This is an optimization exercise on Yosys and OpenROAD, whose aim is small area, not a production implementation.
At most, simulation tests tie the RTL to the original design; equivalence was not proved.
Power and IR drop assume default switching activity.

Setup of run A:
## npu
module npu (
    input  logic        clk,
    input  logic        rst_ni,
    input  logic        ena,
    input  logic        wea,
    input  logic [15:0] addra,
    input  logic [31:0] dina,
    output logic [31:0] douta
);
==> flow/config.mk <==
export PLATFORM = sky130hd
export DESIGN_NAME = npu
export DESIGN_NICKNAME = npu
export VERILOG_FILES = /design/flow/design.v
export SDC_FILE = /design/flow/constraint.sdc
export NUM_CORES = 4
export LEC_CHECK = 0
export CAP_MARGIN = 20
export CORE_MARGIN = 2
export CORE_UTILIZATION = 45
export CTS_BUF_LIST = sky130_fd_sc_hd__clkbuf_4
export PLACE_DENSITY = 0.6
export SLEW_MARGIN = 20
export SYNTH_HIERARCHICAL = 1
==> flow/constraint.sdc <==
create_clock -name core_clock -period 12.0 [get_ports {clk}]
set_input_delay 2.4000 -clock core_clock [delete_from_list [all_inputs] [get_ports {clk}]]
set_output_delay 2.4000 -clock core_clock [all_outputs]
set_load 0.01 [all_outputs]
run.sh (not shown) runs the stock make flow with config.mk's settings and CLKGATE_MAP_FILE= SYNTH_SCRIPT=/design/flow/synth_recipe.tcl, a recipe that flattens the netlist after the stock synthesis.
Having completed the whole flow, run A delivered a layout that passed the timing, DRC and antenna checks.
#### Input delta (run B over run A)
- clearing CTS_BUF_LIST, which used to be sky130_fd_sc_hd__clkbuf_4
Notes after the runs:
As far as mean post-synth cell area goes, run A and run B are indistinguishable; the numbers are identical.
Per the comparison of run B with run A, part of the power in registers fell 2.7 points; count of non-filler cells in the finished layout fell 2.9%; via count fell 372; post-route total power rose about 7%.
Taking run A as the reference, in run B part of the cycle the worst path needs was more or less identical, cell count after synthesis was more or less identical, top achievable clock speed was more or less identical.
> inputs changed (run B -> run C)
- CTS_BUF_LIST now sky130_fd_sc_hd__clkbuf_8, previously not set
Notes after the runs:
Utilization run B -> run C: down
Multi-input combinational area share: higher on run C
Relative to run B, detailed-route vias per instance has decreased by 0.92% in run C.
Run C ended up with a higher wire length on met3 than run B did.
Diff run B -> run C | global-route wire length before repair | increase of 0.50%
Taking run B over run C, the clock-buffer cell count ratio works out to 0.79.
No run of this note included a check of the RTL's function; only the layout flow was run.

* * *

## run 1
Another version of the RTL of npu (not shown whole).
For scale: roughly 2300 cells after synthesis, ~380 flip-flops, ~84 I/O pins, roughly 27000 sq um of cells after synthesis.
## npu
module npu (
    input  logic        clk,
    input  logic        rst_ni,
    input  logic        ena,
    input  logic        wea,
    input  logic [15:0] addra,
    input  logic [31:0] dina,
    output logic [31:0] douta
);
Settings: LEC_CHECK=0, CAP_MARGIN=20, CORE_MARGIN=2, CORE_UTILIZATION=60, CTS_BUF_LIST=sky130_fd_sc_hd__clkbuf_8, CTS_CLUSTER_DIAMETER=80, CTS_CLUSTER_SIZE=16, GPL_TIMING_DRIVEN=0, PLACE_DENSITY=0.75, SLEW_MARGIN=20, SYNTH_HIERARCHICAL=1; clock period 12.0 ns.
standard.sh (not shown) runs the stock make flow with config.mk's settings and CLKGATE_MAP_FILE= SYNTH_SCRIPT=/design/flow/synth_recipe.tcl, a recipe that flattens the netlist after the stock synthesis.
==> flow/flow/run.sh <==
#!/bin/bash
# The standard ORFS layout (standard.sh), with different buffering:
#  - each port gets a sky130_fd_sc_hd__buf_1 buffer instead of buffer_ports' default cell;
#  - the constant-1 inputs of the adder cells share one tie cell per module (no tie fanout repair).
# repair_design, CTS and repair_timing run as in the standard flow.
set -euo pipefail
cp config.mk flow_config.mk
cat >> flow_config.mk <<'CFG'
export BUFFER_PORTS_ARGS = -buffer_cell sky130_fd_sc_hd__buf_1
export REMOVE_ABC_BUFFERS = 1
export SKIP_REPAIR_TIE_FANOUT = 1
CFG
sed "s#DESIGN_CONFIG=[^ ]*#DESIGN_CONFIG=$PWD/flow_config.mk#" standard.sh > flow_standard.sh
bash flow_standard.sh > flow_standard.log 2>&1
Run 1 completed every stage of the flow, and the final layout passed the timing, DRC and antenna checks.
diff inputs: run 1 => run 2
- swapping 80 for 60 in CTS_CLUSTER_DIAMETER
- swapping 16 for 20 in CTS_CLUSTER_SIZE
Results
- On run 2: iteration count of the initial detailed-routing pass is 3 higher than what run 1 gave.
- Going from run 1 to run 2, design area went up by about 0.8%; sum of internal, switching and leakage power picked up an extra 7.4%.
--- input diff run 2..run 3 ---
- swapping 20 for 16 in CTS_CLUSTER_SIZE
- swapping 60 for 80 in CTS_CLUSTER_DIAMETER
- swapping 0.75 for 0.85 in PLACE_DENSITY
- swapping 60 for 70 in CORE_UTILIZATION
## What came out
The run showing the greater diode insertion count for antenna repair is run 2.
Run 3 | stages: all done | timing, DRC, antenna: all pass
Re worst-case register-to-register setup slack: run 2 and run 3 aren't equal, and the lower value belongs to run 3.
| final worst-path setup slack | run 3 vs run 2 | worse |
Leakage power (run 3 over run 2): decrease, 0.000044 uW
Diff run 2 and run 3: post-layout minimum cycle time lower in run 2
Largest fanout on the critical path: run 3 < run 2

* * *

npu, a different RTL version from the one above (not shown whole).
Size: ~2400 cells after synthesis, ~84 I/O pins.
export LEC_CHECK = 0
export CAP_MARGIN = 20
export CORE_MARGIN = 2
export CORE_UTILIZATION = 45
export CTS_BUF_LIST = sky130_fd_sc_hd__clkbuf_8
export CTS_CLUSTER_DIAMETER = 80
export CTS_CLUSTER_SIZE = 16
export GPL_TIMING_DRIVEN = 0
export PLACE_DENSITY = 0.6
export SLEW_MARGIN = 20
export SYNTH_HIERARCHICAL = 1
create_clock -name core_clock -period 12.0 [get_ports {clk}]
Scripts as last shown in full above: flow/flow/run.sh
==> next run, changes <==
==> flow/flow/run.sh (replaced) <==
#!/bin/bash
# The standard ORFS layout (standard.sh), with different buffering:
#  - each port gets a sky130_fd_sc_hd__buf_1 buffer instead of buffer_ports' default cell;
set -euo pipefail
cp config.mk flow_config.mk
cat >> flow_config.mk <<'CFG'
export BUFFER_PORTS_ARGS = -buffer_cell sky130_fd_sc_hd__buf_1
export REMOVE_ABC_BUFFERS = 1
CFG
sed "s#DESIGN_CONFIG=[^ ]*#DESIGN_CONFIG=$PWD/flow_config.mk#" standard.sh > flow_standard.sh
bash flow_standard.sh > flow_standard.log 2>&1
CTS_BUF_LIST = sky130_fd_sc_hd__clkbuf_16   (was sky130_fd_sc_hd__clkbuf_8)
CTS_CLUSTER_DIAMETER = 100   (was 80)
CTS_CLUSTER_SIZE = 24   (was 16)
What happened: Wire length drops by 0.59%. Power grows by 3.0%. Sequential power is about the same. Utilization grows by 0.40 points. Critical path depth goes up by 1. Die area does not change. Clock-buffer cell count shrinks by 13.
==> next run, changes <==
==> flow/flow/run.sh (replaced) <==
#!/bin/bash
# The standard ORFS layout (standard.sh), with different buffering:
#  - each port gets a sky130_fd_sc_hd__buf_1 buffer instead of buffer_ports' default cell;
#  - the constant-1 inputs of the adder cells share one tie cell per module (no tie fanout repair).
# repair_design, CTS and repair_timing run as in the standard flow.
set -euo pipefail
cp config.mk flow_config.mk
cat >> flow_config.mk <<'CFG'
export BUFFER_PORTS_ARGS = -buffer_cell sky130_fd_sc_hd__buf_1
export REMOVE_ABC_BUFFERS = 1
export SKIP_REPAIR_TIE_FANOUT = 1
CFG
sed "s#DESIGN_CONFIG=[^ ]*#DESIGN_CONFIG=$PWD/flow_config.mk#" standard.sh > flow_standard.sh
bash flow_standard.sh > flow_standard.log 2>&1
CORE_UTILIZATION = 60   (was 45)
CTS_BUF_LIST = sky130_fd_sc_hd__clkbuf_8   (was sky130_fd_sc_hd__clkbuf_16)
CTS_CLUSTER_DIAMETER = 80   (was 100)
CTS_CLUSTER_SIZE = 16   (was 24)
PLACE_DENSITY = 0.75   (was 0.6)
Result:
- The changed run passed the timing, DRC and antenna checks
- first-iteration DRC count climbs by 21%
- sequential power stays flat
- count of clock-buffer cells in the layout climbs by 7
- utilization climbs by 15 points
- hold slack loses 0.0043 ns
- worst setup slack loses 0.020 ns
- cell area drops by 1.9%
- synthesized area does not change
- global-route usage climbs by 7.0 points
- cell count drops by 6.6%
- wire length drops by 4.7%

## what the ideal ports hide
How much do the figures lean on ideal ports? The routed layouts below were timed once more, with nothing changed but the port constraints.
Step 1 sets driving cells, clkbuf_16 on the clock port and buf_2 on the other inputs (assumed; they add their load-dependent delay and slew).
Step 2 times the ports against the registers' clock, not the clock port: input delays grow and output delays shrink by t, the midpoint of the rising clock arrivals with the driver on.
Three values: ideal, step 1, step 2; two values: the first two.
| run | t, ns | slack for setup (ns) | hold WS [ns] | clock arrival spread, ns | pins driven straight from the clock port |
|---|---|---|---|---|---|
| run A | 0.910 | 1.159 / 1.159 / 1.159 | 0.432 / 0.432 / 0.432 | 0.077 / 0.077 | 1 |
| run B | 0.642 | 1.155 / 1.155 / 1.155 | 0.443 / 0.443 / 0.443 | 0.038 / 0.038 | 1 |
| run C | 0.704 | 1.163 / 1.163 / 1.163 | 0.432 / 0.432 / 0.432 | 0.065 / 0.065 | 1 |
| run 1 | 0.712 | 0.507 / 0.507 / 0.507 | 0.448 / 0.448 / 0.448 | 0.028 / 0.028 | 1 |
| run 2 | 0.664 | 0.442 / 0.442 / 0.442 | 0.445 / 0.445 / 0.445 | 0.073 / 0.073 | 1 |
| run 3 | 0.713 | 0.325 / 0.325 / 0.325 | 0.440 / 0.440 / 0.440 | 0.044 / 0.044 | 1 |
| the first run of note 3 | 0.687 | 1.086 / 1.086 / 1.086 | 0.452 / 0.452 / 0.452 | 0.048 / 0.048 | 1 |
| the second run of note 3 | 0.661 | 1.071 / 1.071 / 1.071 | 0.455 / 0.455 / 0.455 | 0.042 / 0.043 | 1 |
| the third run of note 3 | 0.734 | 1.051 / 1.051 / 1.051 | 0.450 / 0.450 / 0.450 | 0.066 / 0.066 | 1 |
After both steps setup and hold are still met in every run listed.
